From an optimization exercise on the open Yosys and OpenROAD flow, aimed at small area and a short achievable clock period; shortcuts taken in it are not production practice.
At most, simulation tests tie the RTL to the original design; equivalence was not proved.
Power is estimated from default activity; no workload was simulated.

==> run a: inputs <==
## multiplier_pipelined
module multiplier_pipelined(
    input clk,
    input logic[31:0] a,
    input logic[31:0] b,
    output logic[63:0] r
);
==> flow/config.mk <==
export PLATFORM = sky130hd
export DESIGN_NAME = multiplier_pipelined
export DESIGN_NICKNAME = multiplier_pipelined
export VERILOG_FILES = /design/flow/design.v
export SDC_FILE = /design/flow/constraint.sdc
export NUM_CORES = 4
export LEC_CHECK = 0
export CAP_MARGIN = 20
export CORE_MARGIN = 2
export CORE_UTILIZATION = 40
export PLACE_DENSITY = 0.75
export SETUP_SLACK_MARGIN = 3.3
export SLEW_MARGIN = 20
export SYNTH_HIERARCHICAL = 1
==> flow/constraint.sdc <==
create_clock -name core_clock -period 7.5 [get_ports {clk}]
set_input_delay 1.5000 -clock core_clock [delete_from_list [all_inputs] [get_ports {clk}]]
set_output_delay 1.5000 -clock core_clock [all_outputs]
set_load 0.01 [all_outputs]
standard.sh (not shown) runs the stock make flow with config.mk's settings and CLKGATE_MAP_FILE= SYNTH_SCRIPT=/design/flow/synth_recipe.tcl, a recipe that flattens the netlist after the stock synthesis.
==> flow/flow/run.sh <==
#!/bin/bash
# The standard layout (the standard.sh: unchanged synthesis and steps), with two changes:
# - the input and output ports are buffered with sky130_fd_sc_hd__buf_2 cells rather than
#   the cell buffer_ports picks by default (clkdlybuf4s50_1, a slow delay cell); every port
#   still gets a buffer;
# - after synthesis, flow/upsize.tcl (ORFS's POST_SYNTH_TCL hook) gives flip-flops that drive
#   8 or more loads the dfxtp_4 drive strength; registers keep their names and cell type.
set -euo pipefail
export BUFFER_PORTS_ARGS="-buffer_cell sky130_fd_sc_hd__buf_2"
export POST_SYNTH_TCL="$PWD/flow/upsize.tcl"
bash standard.sh > standard_flow.log 2>&1
==> flow/flow/upsize.tcl <==
# Give the flip-flops that drive many loads a stronger drive (dfxtp_1 -> dfxtp_4).
# Loads are counted through buffers and inverters. Only the drive strength changes:
# every register keeps its name and its cell type.
proc my_sinks {net depth} {
  set n 0
  foreach it [$net getITerms] {
    if {[$it isOutputSignal]} { continue }
    set m [[$it getInst] getMaster]
    if {$depth < 4 && [regexp {__(clk)?(buf|inv)_} [$m getName]]} {
      set o [[$it getInst] findITerm [expr {[regexp {inv} [$m getName]] ? "Y" : "X"}]]
      if {$o ne "NULL" && [$o getNet] ne "NULL"} { incr n [my_sinks [$o getNet] [expr {$depth + 1}]]; continue }
    }
    incr n
  }
  return $n
}
set n_up 0
foreach inst [[ord::get_db_block] getInsts] {
  if {[[$inst getMaster] getName] ne "sky130_fd_sc_hd__dfxtp_1"} { continue }
  set net [[$inst findITerm Q] getNet]
  if {$net eq "NULL"} { continue }
  if {[my_sinks $net 0] >= 8} {
    replace_cell [$inst getName] sky130_fd_sc_hd__dfxtp_4
    incr n_up
  }
}
puts "upsize.tcl: $n_up flip-flops upsized to dfxtp_4"
==> inputs of run b, as changes to run a <==
==> flow/flow/run.sh (replaced) <==
#!/bin/bash
# The standard layout (the standard.sh, unchanged synthesis and steps), except that the
# input and output ports are buffered with sky130_fd_sc_hd__buf_2 cells rather than the cell
# buffer_ports picks by default (clkdlybuf4s50_1, a slow delay cell). Every port still gets a buffer.
set -euo pipefail
export BUFFER_PORTS_ARGS="-buffer_cell sky130_fd_sc_hd__buf_2"
bash standard.sh > standard_flow.log 2>&1
Settings changed: PLACE_DENSITY 0.75 to unset, SETUP_SLACK_MARGIN 3.3 to 3.6.
removed: flow/flow/upsize.tcl
==> run summary <==
	run b	run a
Routed vias	25900	25100
Final weighted congestion in routability-driven placement	0.941	0.973
Source of the worst register-to-register timing path	a3_q[9]$_DFF_P_	a_q[16]$_DFF_P_
1st-pass router iterations	8	12
Vias in the first global route	25400	24000
Net Sw Power	7920 uW	7550 uW
Global-route usage over all layers	32.0%	27.0%
Status	timing/DRC/antenna clean	timing/DRC/antenna clean
Tot Pwr	16300 uW	15100 uW
Final min period	4260 ps	4260 ps
Count of antenna diodes in the layout	0	1
Internal portion of total power	8350 uW	7510 uW
Met1 routed wirelength after detailed routing	45.2 mm	37.1 mm
Design area	33300 um^2	30200 um^2
Seq pwr	2450 uW	2660 uW
Highest layer used for signal routing	met4	met5
Non-clock buffer contribution to total cell area	9.22%	3.39%
Final worst slack	3240 ps	3240 ps
Part of the power in combinational logic	76.9%	74.0%
Area of combinational cells with multiple inputs	23000 um^2	21700 um^2
Met2 Usage GRT	46.8%	39.6%
Die span in y	266 um	268 um
Relative slew margins	52.0%	49.2%
Mean post-synth cell area	9.48 um^2	9.64 um^2


==> cedar <==
Another version of the RTL of multiplier_pipelined (not shown whole).
// multiplier_pipelined
module multiplier_pipelined(
    input clk,
    input logic[31:0] a,
    input logic[31:0] b,
    output logic[63:0] r
);
export LEC_CHECK = 0
export CAP_MARGIN = 20
export CORE_MARGIN = 2
export CORE_UTILIZATION = 40
export SETUP_SLACK_MARGIN = 3.2
export SLEW_MARGIN = 20
export SYNTH_HIERARCHICAL = 1
create_clock -name core_clock -period 7.5 [get_ports {clk}]
run.sh (not shown) runs the stock make flow with config.mk's settings and CLKGATE_MAP_FILE= SYNTH_SCRIPT=/design/flow/synth_recipe.tcl, a recipe that flattens the netlist after the stock synthesis.
Stock flow here: none of the scripts above is used.
==> delta (differences from cedar) <==
- SETUP_SLACK_MARGIN: 3.2 -> 3.0
- TNS_END_PERCENT: default -> 20
==> impl_metrics.toml <==
[status]
status = "timing/DRC/antenna clean"

[timing]
timing.final.crit_share = 0.6217

[power_and_ir_drop]
p_per_area_nw_per_um2 = 523.8
p_int_uw = 8214
vdd_drop_max_v = 0.0003692
combPwrFrac = 0.784

[placed_design]
gp_congestion = 0.9872
place_area_sq_um = 30250

[drt]
first_pass_iters = 9

[layout]
final_cell_mix = "390 x xnor2_1, 302 x a22o_1, 299 x a221oi_1"
seq-cell-share = 0.1445
n_all_buffers = 223
That was delta.
==> impl_metrics.toml <==
[status]
status = "timing/DRC/antenna clean"

[placed_design]
gp_congestion = 0.9924
place_area_sq_um = 30240

[power_and_ir_drop]
p_per_area_nw_per_um2 = 518.1

[layout]
final_cell_mix = "387 x xnor2_1, 302 x a22o_1, 281 x a221oi_1"
seq-cell-share = 0.1411

[drt]
first_pass_iters = 10
That was cedar.
No run of this note included a check of the RTL's function; only the layout flow was run.

[re-timing with driven ports]
No port has a modelled driver above. Below, the same layouts with a new extraction and two added sets of constraints.
Step 1 sets driving cells, clkbuf_16 on the clock port and buf_2 on the other inputs (assumed; they add their load-dependent delay and slew).
Step 2 also shifts input and output timing later by t, the mid clock arrival at the registers, as if the neighbouring blocks saw the same clock.
a / b / c = no drivers / after step 1 / after step 2; a / b = the first two.
run	t (ns)	setup WS [ns]	worst setup path at the end	latest minus earliest clock arrival (ns)	worst register clock-pin slew, ns
run a	0.605	3.242 / 3.180 / 3.299	register to register	0.013 / 0.013	0.07 / 0.07
run b	0.632	3.237 / 3.178 / 3.400	input to register	0.037 / 0.038	0.07 / 0.07
cedar	0.599	3.163 / 3.097 / 2.853	input to register	0.015 / 0.015	0.07 / 0.07
delta	0.621	2.837 / 2.772 / 2.859	register to register	0.025 / 0.024	0.07 / 0.07
After both steps every run listed still meets setup and hold. For cedar, which loses most, drivers alone change the setup slack by -0.066 ns; drivers and shift together by -0.310 ns.
